What follows belongs to an exercise in optimizing a design on an open flow for small area; a production flow would make more cautious choices. In this exercise RTL edits were held to simulation tests only and were not proved equivalent to the original. Power is estimated from default activity; no workload was simulated. The flow treats the clock pin as an ideal source, which a real chip does not have.

===== flow/design.v =====
module trapezoidal_filter
(
	input SYS_CLK ,
	input RESET_N ,
	input signed [13:0] DATA_IN ,
	output signed [13:0] DATA_OUT ,
	output OVERFLOW
) ;
	localparam HD = 377;	 
	localparam SD = 27;	 
	reg [8:0] n;
	always @(negedge RESET_N or posedge SYS_CLK)
		if (!RESET_N) n <= 9'd0;
		else if (n != HD) n <= n + 9'd1;
	reg [13:0] H [0:HD-1];
	integer i;
	always @(posedge SYS_CLK) begin
		H[0] <= DATA_IN;
		for (i = 1; i < HD; i = i + 1) H[i] <= H[i-1];
	end
	wire signed [13:0] xa = (n >= 9'd5)   ? H[4]    : 14'sd0;
	wire signed [13:0] xb = (n == HD)     ? H[HD-1] : 14'sd0;
	wire signed [24:0] pa = (xa <<< 10) - (xa <<< 5) - (xa <<< 3) - xa + (xa[13] ? 25'sd0 : 25'sd63);
	wire signed [24:0] pb = (xb <<< 10) - (xb <<< 5) - (xb <<< 3) - xb + (xb[13] ? 25'sd0 : 25'sd63);
	wire signed [17:0] ka = pa[23:6];
	wire signed [17:0] kb = pb[23:6];
	wire signed [14:0] e = xa - xb;
	reg signed [26:0] W;
	always @(negedge RESET_N or posedge SYS_CLK)
		if (!RESET_N) W <= 27'sd0;
		else W <= W + ka - kb;
	wire signed [16:0] Wh = W[26:10];
	wire signed [16:0] s = Wh + e;
	reg [16:0] S [0:SD-1];
	always @(posedge SYS_CLK) begin
		S[0] <= s;
		for (i = 1; i < SD; i = i + 1) S[i] <= S[i-1];
	end
	wire signed [16:0] so = (n >= SD) ? S[SD-1] : 17'sd0;
	reg signed [21:0] M;
	always @(negedge RESET_N or posedge SYS_CLK)
		if (!RESET_N) M <= 22'sd0;
		else M <= M + s - so;
	wire [25:0] prod = {M[20:0], 8'd0} + {M[20:0], 4'd0} + M[20:0];
	assign DATA_OUT = M[21] ? 14'd0 : {1'b0, prod[25:13]};
	assign OVERFLOW = 1'b0;
endmodule

===== flow/run.sh =====
#!/bin/bash
# synth_recipe.tcl (not shown) runs the flow's synth.tcl, then flattens the netlist and writes it again
# the make line also repeats each setting of config.mk as NAME=value (left out here)
make -C /OpenROAD-flow-scripts/flow DESIGN_CONFIG=/design/flow/config.mk WORK_HOME=/design/flow/orfs CLKGATE_MAP_FILE= SYNTH_SCRIPT=/design/flow/synth_recipe.tcl finish

===== flow/config.mk =====
export PLATFORM = sky130hd
export DESIGN_NAME = trapezoidal_filter
export DESIGN_NICKNAME = trapezoidal_filter
export VERILOG_FILES = /design/flow/design.v
export SDC_FILE = /design/flow/constraint.sdc
export NUM_CORES = 4
export LEC_CHECK = 0
export CAP_MARGIN = 20
export CORE_MARGIN = 2
export CORE_UTILIZATION = 50
export SLEW_MARGIN = 20

===== flow/constraint.sdc =====
create_clock -name core_clock -period 10.0 [get_ports {SYS_CLK}]
set_input_delay 2.0000 -clock core_clock [delete_from_list [all_inputs] [get_ports {SYS_CLK}]]
set_output_delay 2.0000 -clock core_clock [all_outputs]
set_load 0.01 [all_outputs]

==> results.sh, run 1 <==
export IMPL_cp_endpoint="W[26]"
export IMPL_power_leakage_nw=60.9
export IMPL_path_max_fanout=15
export IMPL_grt_max_degree=59
export IMPL_worst_endpoint_arrival_ns=9.05
export IMPL_finalSetupViolCount=0
export IMPL_dp_cells=10333
export IMPL_num_rows=184
export IMPL_rsz0062_at_grt="no"
export IMPL_reg2reg_depth=28
export IMPL_fmax_ghz=0.121
export IMPL_tns_ns=0
export IMPL_dp_slack_ns=1.64
export IMPL_yosys_warnings=3
export IMPL_timing_final_crit_share_pct=82.3
export IMPL_clock_sink_count=5795
export IMPL_setup_slack_ns=1.77
export IMPL_routed_wl_um=146000
export IMPL_maxSlewViolCount=0
export IMPL_cts_clk_slew_worst_paths_ns=0.06
export IMPL_r2r_start="n[0]"
export IMPL_fin_crit_ns=8.23
export IMPL_worst_slew_pin_slew_ns=0.992
export IMPL_place_area_mm2=0.130
export IMPL_antenna_found_initial=4
export IMPL_grt_pass1_wl_um=246000
export IMPL_crit_type="flop to flop"
export IMPL_drc=0
export IMPL_overflow=0
export IMPL_synth_distinct_cells=66
export IMPL_clk_latency_ns=0.94
export IMPL_clk_path_buf_depth=4
export IMPL_peakVddDrop_v=0.000259
export IMPL_gp_congestion=0.743
export IMPL_root_buffer="clkbuf_16"
export IMPL_layout_commonest_cell="dfxtp_1"
export IMPL_ant_nets=0
export IMPL_synth_edf_count=0
export IMPL_critPathLaunch="n[0]"
export IMPL_cts_buffers=533
export IMPL_hold_path_class="flop to flop"
export IMPL_area_growth_pct=17.5
export IMPL_hold_viol=0
export IMPL_die_h_um=505
export IMPL_dp_hpwl_um=77000
export IMPL_drtPass1Iterations=5
export IMPL_slowest_delay_ns=0.61
export IMPL_grt_util_all_layers_pct=11.8
export IMPL_post_cts_setup_buffers=0
export IMPL_ctsResizeCount=0
export IMPL_ys_seq_area_share_pct=92.6
export IMPL_start_util_pct=50.1
export IMPL_syn_avg_cell_area_um2=18.0
export IMPL_htreeDepth=6
export IMPL_ctsHoldBuffers=0
export IMPL_synthArstFlopShare_pct=1.00
export IMPL_crit_path_end_kind="flop"
export IMPL_syn_area_mm2=0.126
export IMPL_io_buffers=28
export IMPL_die_w_um=505
export IMPL_grt_pass1_vias=47753
export IMPL_hold_depth=0
export IMPL_coreArea_mm2=0.251
export IMPL_vias=45487
export IMPL_dieArea_mm2=0.255
export IMPL_rr_endpoint="W[26]"
export IMPL_io_pins=31
export IMPL_skew_ns=0.0820
export IMPL_finalInstanceArea_mm2=0.148
export IMPL_status="timing/DRC/antenna clean"
export IMPL_drv_cap=0
export IMPL_wl_per_cell_um=13.0
export IMPL_relSlewSlack_pct=33.9
export IMPL_instances_no_fill=11259
export IMPL_layout_nets=7810
export IMPL_drt_iter0_markers=1525
export IMPL_cts_tree="built"
export IMPL_p_per_area_mw_per_mm2=347
export IMPL_final_cell_mix="5737 x dfxtp_1, 539 x clkbuf_16, 212 x inv_1, 160 x ha_1, 117 x clkbuf_8"
export IMPL_routed_via_density=4.04
export IMPL_cp_slowest_cell="and2_1"
export IMPL_yosys_register_bits=5795
export IMPL_r2r_slack_ns=1.77
export IMPL_synthCells=6966
export IMPL_startpoint_type="flop"
export IMPL_required_ns=10.81
export IMPL_final_layout_size_suffix_gt1_share_pct=10.8
export IMPL_whs_ns=0.276
export IMPL_ys_flop_type="dfxtp_1"
export IMPL_cp_common_cell="a21oi_1"
==> state kept, by name, summed over array words and instances (netlist names) <==
name,count
H,5278
S,459
W,27
M,22
n,9
==> per-stage QoR <==
stage	util, %	power, mW
after floorplan	-	30.2
after global placement	51.9	32.0
after detailed placement	51.9	32.1
after CTS	58.9	52.0
after global routing	58.9	53.9
final	58.9	51.3
==> cell type report <==
cell class	instances	area, um2
repair buffers	34	320
well taps	3348	4190
clock inverters	167	2110
multi-input cells	944	8510
diodes	1	2.50
inverters	212	796
flip-flops and latches	5795	116000
fillers	18537	103000
clock buffers	758	15500
==> cells in the mapped netlist (all sizes together) (3+ instances only) <==
master / number / area [um2]
o31ai: 9 / 96.4
a21oi: 69 / 345
a31o: 3 / 26.3
o21bai: 12 / 93.8
dfrtp: 58 / 1450
dfxtp: 5737 / 115000
nor2b: 14 / 87.6
o211ai: 11 / 82.6
a21boi: 3 / 22.5
o31a: 5 / 45.0
or4: 3 / 26.3
nand2: 93 / 349
clkbuf: 12 / 45.0
o21ai: 40 / 204
o2111ai: 3 / 26.3
o41ai: 4 / 61.3
and3: 14 / 87.6
nand2b: 8 / 50.1
nand4: 9 / 56.3
buf: 4 / 23.8
and2: 12 / 75.1
xnor2: 81 / 709
fa: 114 / 2280
a221oi: 4 / 35.0
inv: 212 / 796
nor3: 19 / 95.1
or2: 6 / 37.5
or3: 3 / 18.8
a31oi: 14 / 103
nor2: 80 / 300
o21a: 18 / 135
xor2: 32 / 280
a21o: 48 / 360
ha: 160 / 2000
a211oi: 13 / 97.6
nand3: 15 / 75.1
==> per-layer routing <==
layer	wire length [um]	vias up	GRT usage [%]
li1	-	22946	-
met1	75900	21497	17.0
met3	6160	380	2.95
met5	0	-	0
met4	4880	0	5.44
met2	59300	664	16.7
==> critical path: cells and delay by family, from the launching register on <==
kind / cells / cell delay (ns)
AOI/OAI and AO/OA: 13 / 3.46
adders and majority gates: 6 / 2.35
and+or+nand+nor: 4 / 1.23
DFF: 1 / 0.47
buffers and inverters: 3 / 0.38
xor gates and xnor gates: 2 / 0.27
==> cell families (layout without fill, tap and decap cells) <==
group	Yosys count	in the layout	share of synthesized area, %
AOI/OAI and AO/OA	271	271	1.49
adders and majority gates	274	274	3.41
and+or+nand+nor	281	281	1.04
xor gates and xnor gates	113	113	0.788
muxes	3	3	0.0249
other	1	3	0.00298
DFF	5795	5795	92.6
buffers and inverters	228	1171	0.688
==> worst min-delay path by stage <==
stage / slack, ns / start / to
after CTS: 0.27 / H[121][10] / H[122][10]
after global routing: 0.28 / H[235][1] / H[236][1]
final: 0.28 / H[121][10] / H[122][10]
after detailed placement: 0.31 / H[119][12] / H[120][12]
after global placement: 0.31 / H[261][12] / H[262][12]
after floorplan: 0.31 / H[99][0] / H[100][0]
==> power by group <==
part | total [mW] | internal, mW | switching, mW
Sequential | 24.9 | 24.5 | 0.410
Combinational | 6.69 | 3.00 | 3.69
Clock | 19.7 | 11.7 | 8.03
Total | 51.3 | 39.2 | 12.1
==> inputs of run 2 (changes only) <==
==> flow/flow/run.sh (new file) <==
#!/bin/bash
set -euo pipefail
export CTS_ARGS="-sink_clustering_enable -repair_clock_nets -buf_list sky130_fd_sc_hd__clkbuf_16 -root_buf sky130_fd_sc_hd__clkbuf_16 -sink_clustering_buffer sky130_fd_sc_hd__clkbuf_16 -dont_use_dummy_load -sink_clustering_size 30 -sink_clustering_max_diameter 60"
bash standard.sh > flow_make.log 2>&1
==> flow/standard.sh (new file) <==
#!/bin/bash
# synth_recipe.tcl (not shown) runs the flow's synth.tcl, then flattens the netlist and writes it again
# the make line also repeats each setting of config.mk as NAME=value (left out here)
make -C /OpenROAD-flow-scripts/flow DESIGN_CONFIG=/design/flow/config.mk WORK_HOME=/design/flow/orfs CLKGATE_MAP_FILE= SYNTH_SCRIPT=/design/flow/synth_recipe.tcl "${@:-finish}"
--- a/flow/config.mk
+++ b/flow/config.mk
@@ -6,6 +6,7 @@
 export NUM_CORES = 4
 export LEC_CHECK = 0
+export ABC_AREA = 1
 export CAP_MARGIN = 20
 export CORE_MARGIN = 2
-export CORE_UTILIZATION = 50
+export CORE_UTILIZATION = 60
 export SLEW_MARGIN = 20
removed: flow/run.sh
==> run 2 against run 1 <==
Area after synthesis increased by 1.1%. First-iteration DRC count increased by 21%. Utilization increased by 6.1 points. Clock-buffer cell count decreased by 531. Worst hold slack got worse by 0.033 ns. Clock skew increased by 0.046 ns. Total power decreased by 17%.
==> results.sh, run 2 <==
export IMPL_largest_reg_flops=5278
export IMPL_cp_slowest_cell="fa_1"
export IMPL_coreArea_mm2=0.210
export IMPL_finalSetupViolCount=0
export IMPL_crit_path_end_kind="flop"
export IMPL_min_from="H[373][13]"
export IMPL_combPwrFrac_pct=18.1
export IMPL_hold_path_class="flop to flop"
export IMPL_required_ns=10.69
export IMPL_routed_via_density=4.31
export IMPL_final_layout_size_suffix_gt1_share_pct=3.43
export IMPL_root_buffer="clkbuf_16"
export IMPL_grt_pass1_wl_um=241000
export IMPL_cts_clk_slew_worst_paths_ns=0.10
export IMPL_r2r_start="n[1]"
export IMPL_synth_top_cells_by_area="dfxtp_1 90%, fa_1 1.8%, ha_1 1.6%"
export IMPL_htreeDepth=4
export IMPL_yosysTopAreaCellShare_pct=90.4
export IMPL_p_clk_share_pct=23.7
export IMPL_routed_wl_um=148000
export IMPL_whs_ns=0.243
export IMPL_start_util_pct=60.5
export IMPL_ys_flop_type="dfxtp_1"
export IMPL_critical_path_top_delay_family="adder cells"
export IMPL_io_pins=31
export IMPL_clk_latency_ns=0.87
export IMPL_grt_util_all_layers_pct=14.0
export IMPL_power_leakage_nw=56.3
export IMPL_startpoint_type="flop"
export IMPL_die_w_um=464
export IMPL_yosys_warnings=3
export IMPL_antenna_found_initial=7
export IMPL_path_buf_inv=8
export IMPL_tns_ns=0
export IMPL_gp_congestion=0.830
export IMPL_synth_top_area_cell="dfxtp_1"
export IMPL_vias=45263
export IMPL_ctsHoldBuffers=0
export IMPL_hold_depth=0
export IMPL_dp_hpwl_um=88800
export IMPL_io_buffers=28
export IMPL_skew_ns=0.128
export IMPL_reg2reg_depth=30
export IMPL_r2r_slack_ns=3.21
export IMPL_status="timing/DRC/antenna clean"
export IMPL_yosys_register_bits=5795
export IMPL_timing_final_crit_share_pct=67.9
export IMPL_crit_type="flop to flop"
export IMPL_synth_distinct_cells=45
export IMPL_die_h_um=464
export IMPL_yosysMostFrequentCell="dfxtp_1"
export IMPL_cts_tree="built"
export IMPL_drv_cap=0
export IMPL_area_growth_pct=7.46
export IMPL_rr_endpoint="W[18]"
export IMPL_seq_power_share_pct=58.3
export IMPL_post_cts_setup_buffers=0
export IMPL_ctsResizeCount=0
export IMPL_ant_nets=0
export IMPL_hold_viol=0
export IMPL_p_sw_share_pct=26.6
export IMPL_final_cell_mix="5737 x dfxtp_1, 350 x nand2_1, 339 x inv_1, 227 x clkbuf_16, 160 x ha_1"
export IMPL_hold_end="H[374][13]"
export IMPL_wl_per_cell_um=14.0
export IMPL_setup_slack_ns=3.21
export IMPL_layout_commonest_cell="dfxtp_1"
export IMPL_largestRegisters="H x5278, S x459, W x27"
export IMPL_synthCells=7439
export IMPL_grt_pass1_vias=45450
export IMPL_path_max_fanout=14
export IMPL_layout_nets=7985
export IMPL_post_route_util_pct=65.0
export IMPL_syn_avg_cell_area_um2=17.1
export IMPL_synthArstFlopShare_pct=1.00
export IMPL_dieArea_mm2=0.215
export IMPL_power_internal_mw=31.3
export IMPL_cp_common_cell="inv_1"
export IMPL_synth_edf_count=0
export IMPL_worst_endpoint_arrival_ns=7.49
export IMPL_worst_slew_pin_slew_ns=0.998
export IMPL_drtPass1Iterations=5
export IMPL_peakVddDrop_v=0.000337
export IMPL_dp_slack_ns=3.11
export IMPL_place_area_mm2=0.131
export IMPL_p_per_area_mw_per_mm2=312
export IMPL_num_rows=168
export IMPL_overflow=0
export IMPL_maxSlewViolCount=0
export IMPL_drt_iter0_markers=1848
export IMPL_ys_seq_area_share_pct=91.6
export IMPL_grt_max_degree=59
export IMPL_rsz0062_at_grt="no"
export IMPL_switching_power_mw=11.3
export IMPL_fmax_ghz=0.147
export IMPL_drc=0
export IMPL_syn_area_mm2=0.127
export IMPL_clk_path_buf_depth=3
export IMPL_clock_sink_count=5795
export IMPL_cts_buffers=227
export IMPL_relSlewSlack_pct=33.4
export IMPL_regMostFlops="H"
export IMPL_synthTopCellsByCount="5737 x dfxtp_1, 350 x nand2_1, 339 x inv_1"
export IMPL_finalInstanceArea_mm2=0.137
export IMPL_fin_crit_ns=6.79
export IMPL_slowest_delay_ns=0.53
-- run 2: changes by cell type after synthesis, sizes merged, moves of 43 or more --
cell | before | now
nand2 | 93 | 365
inv | 212 | 340
a21oi | 69 | 147
nor2 | 80 | 142
nand3 | 15 | 73
xnor2 | 81 | 30
o21ai | 40 | 83
-- run 2: routing by layer --
metal / part of all wire, % / vias up / track usage [%]
met2: 40 / 403 / 20.0
met5: 0.0088 / - / 0
met1: 54 / 21326 / 21.6
met3: 3.5 / 267 / 2.68
met4: 2.6 / 2 / 4.07
li1: - / 23265 / -
-- run 2: cells by family after synthesis --
kind of cell | share of synthesized area (%)
flops | 91.6
simple gates | 2.12
buf+inv | 1.03
compound gates | 1.29
fa+ha+maj | 3.37
xor+xnor | 0.627
other cells | 0.00295
-- run 2: power groups by stage --
stage | clock network (mW) | registers (mW) | logic [mW]
floorplan | 0 | 25.2 | 5.50
global placement | 0 | 25.4 | 7.77
detailed placement | 0 | 25.4 | 7.74
CTS | 10.5 | 24.9 | 7.79
global route | 11.2 | 25.0 | 8.79
finish | 10.1 | 24.9 | 7.71
-- run 2: layout make-up --
| class | instances | area (um2) |
|---|---|---|
| flip-flops and latches | 5795 | 116000 |
| fillers | 14618 | 73500 |
| multi-input cells | 1299 | 9420 |
| clock buffers | 227 | 5680 |
| well taps | 2805 | 3510 |
| inverters | 342 | 1280 |
| repair buffers | 30 | 290 |
| diodes | 6 | 15.0 |
-- run 2: per-stage QoR --
stage                     instances  total power [mW]
after floorplan                7440              30.7
after global placement        10271              33.2
after detailed placement      10271              33.2
after CTS                     10498              43.2
after global routing          10501              45.0
final                         10504              42.6
-- run 2: how the worst max path moves through the flow --
stage                     start  cells after the start     to  slack (ns)
final                      n[1]                     30  W[18]        3.21
after floorplan            n[1]                     28  W[26]        4.23
after global placement     n[1]                     28  W[26]        3.08
after global routing       n[1]                     31  W[18]        2.56
after detailed placement   n[1]                     29  W[26]        3.11
after CTS                  n[1]                     29  W[26]        3.08
==> inputs of run 3 (changes only) <==
--- a/flow/design.v
+++ b/flow/design.v
@@ -21,13 +21,16 @@
 	wire signed [13:0] xa = (n >= 9'd5)   ? H[4]    : 14'sd0;
 	wire signed [13:0] xb = (n == HD)     ? H[HD-1] : 14'sd0;
-	wire signed [24:0] pa = (xa <<< 10) - (xa <<< 5) - (xa <<< 3) - xa + (xa[13] ? 25'sd0 : 25'sd63);
-	wire signed [24:0] pb = (xb <<< 10) - (xb <<< 5) - (xb <<< 3) - xb + (xb[13] ? 25'sd0 : 25'sd63);
-	wire signed [17:0] ka = pa[23:6];
-	wire signed [17:0] kb = pb[23:6];
 	wire signed [14:0] e = xa - xb;
+	wire pa = ~xa[13];
+	wire pb = ~xb[13];
+	wire [5:0] rb = xb[5:0]*6'd23 - pb;
+	wire signed [6:0] rbs = {1'b0, rb};
 	reg signed [26:0] W;
+	wire signed [32:0] W6 = {W, 6'd0};
+	wire signed [32:0] Wsum = W6 + (e <<< 10) - (e <<< 5) - (e <<< 3) - e
+				+ (pa ? 33'sd63 : 33'sd0) - (pb ? 33'sd63 : 33'sd0) + rbs;
 	always @(negedge RESET_N or posedge SYS_CLK)
 		if (!RESET_N) W <= 27'sd0;
-		else W <= W + ka - kb;
+		else W <= Wsum[32:6];
 	wire signed [16:0] Wh = W[26:10];
 	wire signed [16:0] s = Wh + e;
==> flow/flow/run.sh (replaced) <==
#!/bin/bash
set -euo pipefail
export CTS_ARGS="-sink_clustering_enable -repair_clock_nets -buf_list sky130_fd_sc_hd__clkbuf_16 -root_buf sky130_fd_sc_hd__clkbuf_16 -sink_clustering_buffer sky130_fd_sc_hd__clkbuf_16 -dont_use_dummy_load -sink_clustering_size 35 -sink_clustering_max_diameter 70"
bash standard.sh > flow_make.log 2>&1
--- a/flow/config.mk
+++ b/flow/config.mk
@@ -6,5 +6,4 @@
 export NUM_CORES = 4
 export LEC_CHECK = 0
-export ABC_AREA = 1
 export CAP_MARGIN = 20
 export CORE_MARGIN = 2
==> run 3 against run 2 <==
Still clean. Clock skew is 0.031 ns lower. Total power decreased by 4.3%. Via count shrank 8.4%. Setup slack worse by 1.5 ns. Sequential power about the same. Clock-buffer cell count is 36 lower. Wire length is 13% lower. Global-route usage fell by 1.6 points. Non-clock buffer count rose by 5. Critical endpoint is now M[21].
==> results.sh, run 3 <==
export IMPL_status="timing/DRC/antenna clean"
export IMPL_regMostFlops="H"
export IMPL_vias=41448
export IMPL_maxSlewViolCount=0
export IMPL_gp_congestion=0.796
export IMPL_io_pins=31
export IMPL_cts_buffers=191
export IMPL_finalSetupViolCount=0
export IMPL_htreeDepth=4
export IMPL_whs_ns=0.258
export IMPL_skew_ns=0.0962
export IMPL_synth_top_cells_by_area="dfxtp_1 92%, ha_1 1.5%, fa_1 1.4%"
export IMPL_hold_viol=0
export IMPL_cp_slowest_cell="nand3_1"
export IMPL_coreArea_mm2=0.207
export IMPL_drc=0
export IMPL_total_power_mw=40.8
export IMPL_final_layout_size_suffix_gt1_share_pct=3.05
export IMPL_grt_pass1_vias=41035
export IMPL_fmax_ghz=0.121
export IMPL_layout_nets=7301
export IMPL_dp_hpwl_um=70600
export IMPL_clock_sink_count=5795
export IMPL_crit_type="flop to flop"
export IMPL_dieArea_mm2=0.211
export IMPL_required_ns=10.70
export IMPL_die_h_um=460
export IMPL_grt_util_all_layers_pct=12.4
export IMPL_switching_power_mw=9.91
export IMPL_ys_seq_area_share_pct=93.4
export IMPL_worst_slew_pin_slew_ns=0.868
export IMPL_hold_path_class="flop to flop"
export IMPL_routed_via_density=4.25
export IMPL_crit_path_end_kind="flop"
export IMPL_n_fill_cell=14530
export IMPL_timing_final_crit_share_pct=82.7
export IMPL_setup_slack_ns=1.73
export IMPL_root_buffer="clkbuf_16"
export IMPL_grt_max_degree=59
export IMPL_area_growth_pct=6.78
export IMPL_layout_commonest_cell="dfxtp_1"
export IMPL_drv_cap=0
export IMPL_synth_distinct_cells=66
export IMPL_p_sw_share_pct=24.3
export IMPL_ctsHoldBuffers=0
export IMPL_yosysTopAreaCellShare_pct=92.2
export IMPL_finalInstanceArea_mm2=0.133
export IMPL_power_internal_mw=30.9
export IMPL_largestRegisters="H x5278, S x459, W x27"
export IMPL_worst_endpoint_arrival_ns=8.97
export IMPL_cts_clk_slew_worst_paths_ns=0.11
export IMPL_power_leakage_nw=54.1
export IMPL_yosys_warnings=3
export IMPL_peakVddDrop_v=0.000339
export IMPL_io_buffers=28
export IMPL_wl_per_cell_um=13.1
export IMPL_synthCells=6833
export IMPL_fin_crit_ns=8.27
export IMPL_yosys_register_bits=5795
export IMPL_startpoint_type="flop"
export IMPL_synthTopCellsByCount="5737 x dfxtp_1, 199 x inv_1, 152 x ha_1"
export IMPL_antenna_found_initial=8
export IMPL_ys_flop_type="dfxtp_1"
export IMPL_synthArstFlopShare_pct=1.00
export IMPL_overflow=0
export IMPL_instances_no_fill=9755
export IMPL_relSlewSlack_pct=42.1
export IMPL_cts_tree="built"
export IMPL_rsz0062_at_grt="no"
export IMPL_p_per_area_mw_per_mm2=307
export IMPL_layout_area_seq_mm2=0.116
export IMPL_routed_wl_um=128000
export IMPL_ctsResizeCount=0
export IMPL_syn_area_mm2=0.125
export IMPL_multi_input_area_mm2=0.00746
export IMPL_syn_avg_cell_area_um2=18.2
export IMPL_clk_path_buf_depth=3
export IMPL_p_clk_share_pct=22.9
export IMPL_dp_slack_ns=1.70
export IMPL_seq_power_share_pct=60.9
export IMPL_path_max_fanout=17
export IMPL_combPwrFrac_pct=16.1
export IMPL_slowest_delay_ns=0.68
export IMPL_start_util_pct=60.3
export IMPL_r2r_slack_ns=1.73
export IMPL_drt_iter0_markers=1871
export IMPL_die_w_um=460
export IMPL_num_rows=167
export IMPL_ant_nets=0
export IMPL_dp_cells=9557
export IMPL_post_route_util_pct=64.4
export IMPL_tns_ns=0
export IMPL_synth_edf_count=0
export IMPL_place_area_mm2=0.128
export IMPL_grt_pass1_wl_um=214000
export IMPL_post_cts_setup_buffers=0
export IMPL_final_cell_mix="5737 x dfxtp_1, 199 x inv_1, 191 x clkbuf_16, 152 x ha_1, 89 x xnor2_1"
export IMPL_synth_top_area_cell="dfxtp_1"
export IMPL_largest_reg_flops=5278
export IMPL_clk_latency_ns=0.83
export IMPL_yosysMostFrequentCell="dfxtp_1"
export IMPL_drtPass1Iterations=5
==> run 3: layout make-up <==
type / instances / share of cell area, %
flip-flops and latches: 5795 / 87.4
multi-input cells: 824 / 5.61
clock buffers: 191 / 3.59
well taps: 2704 / 2.54
inverters: 199 / 0.562
repair buffers: 35 / 0.246
diodes: 7 / 0.0132
==> run 3: worst paths after layout <==
| path | startpoint | end | cells past startpoint |
|---|---|---|---|
| max reg2reg | n[6] | M[21] | 30 |
| max | n[6] | M[21] | 30 |
| min in group asynchronous | RESET_N | M[21] | 2 |
| min | H[340][7] | H[341][7] | 0 |
| max in group asynchronous | RESET_N | n[3] | 2 |
| min reg2reg | H[340][7] | H[341][7] | 0 |
==> run 3: kinds of logic (layout without fill, tap and decap cells) <==
logic type                 Yosys count  after routing  synth area share (%)
DFF                               5795           5795                  93.4
other                                1              9               0.00301
and+or+nand+nor                    239            239                 0.960
xor gates and xnor gates           131            131                 0.933
adders and majority gates          239            239                  2.92
AOI/OAI and AO/OA                  204            204                  1.09
muxes                                9              9                0.0733
buffers and inverters              215            425                 0.656
==> run 3: layer usage <==
layer  vias to the layer above  wire length [um]  track usage (%)
li1                      21356                 -                -
met1                     19531             72100             20.0
met2                       340             48200             16.8
met3                       219              4260             2.46
met4                         2              3170             3.65
met5                         -                11                0
==> run 3: power by group through the flow <==
stage	clock network (mW)	logic, mW	registers (mW)
final	9.37	6.58	24.9
after global routing	10.5	7.51	25.0
after CTS	9.72	6.65	24.9
after detailed placement	0	6.59	25.4
after global placement	0	6.53	25.4
after floorplan	0	5.10	25.2
==> run 3: worst max-delay path, delay by kind of cell (launching register included) <==
| kind | cells | cell delay, ns |
|---|---|---|
| XOR/XNOR | 3 | 0.90 |
| buffers and inverters | 1 | 0.05 |
| adder cells (fa/ha/maj) | 4 | 1.54 |
| AO/OA/AOI/OAI | 13 | 2.63 |
| AND/OR/NAND/NOR | 9 | 2.57 |
| flip-flops | 1 | 0.43 |

## what the ideal ports hide
How much do the figures lean on ideal ports? The routed layouts below were timed once more, with nothing changed but the port constraints. Step 1 (the two cells are an assumption about what drives the block):
set clk [get_ports {SYS_CLK}]
set_driving_cell -lib_cell sky130_fd_sc_hd__clkbuf_16 $clk
set_driving_cell -lib_cell sky130_fd_sc_hd__buf_2 [delete_from_list [all_inputs] $clk]
Step 2, shift: input delay + t, output delay - t, t = (earliest + latest rising clock arrival at the registers) / 2. This alone moves slack from input paths to output paths. Three values: no drivers, after step 1, after step 2; two values: the first two.
run	shift t [ns]	slack for setup (ns)	worst hold slack (ns)	worst setup path after step 2	cell pins on the clock port's net
run 1	0.991	1.765 / 1.765 / 1.765	0.276 / 0.276 / 0.276	register to register	1
run 2	0.894	3.206 / 3.206 / 3.206	0.243 / 0.243 / 0.243	register to register	1
run 3	0.869	1.730 / 1.730 / 1.730	0.258 / 0.258 / 0.258	register to register	1
After both steps every run listed still meets setup and hold.
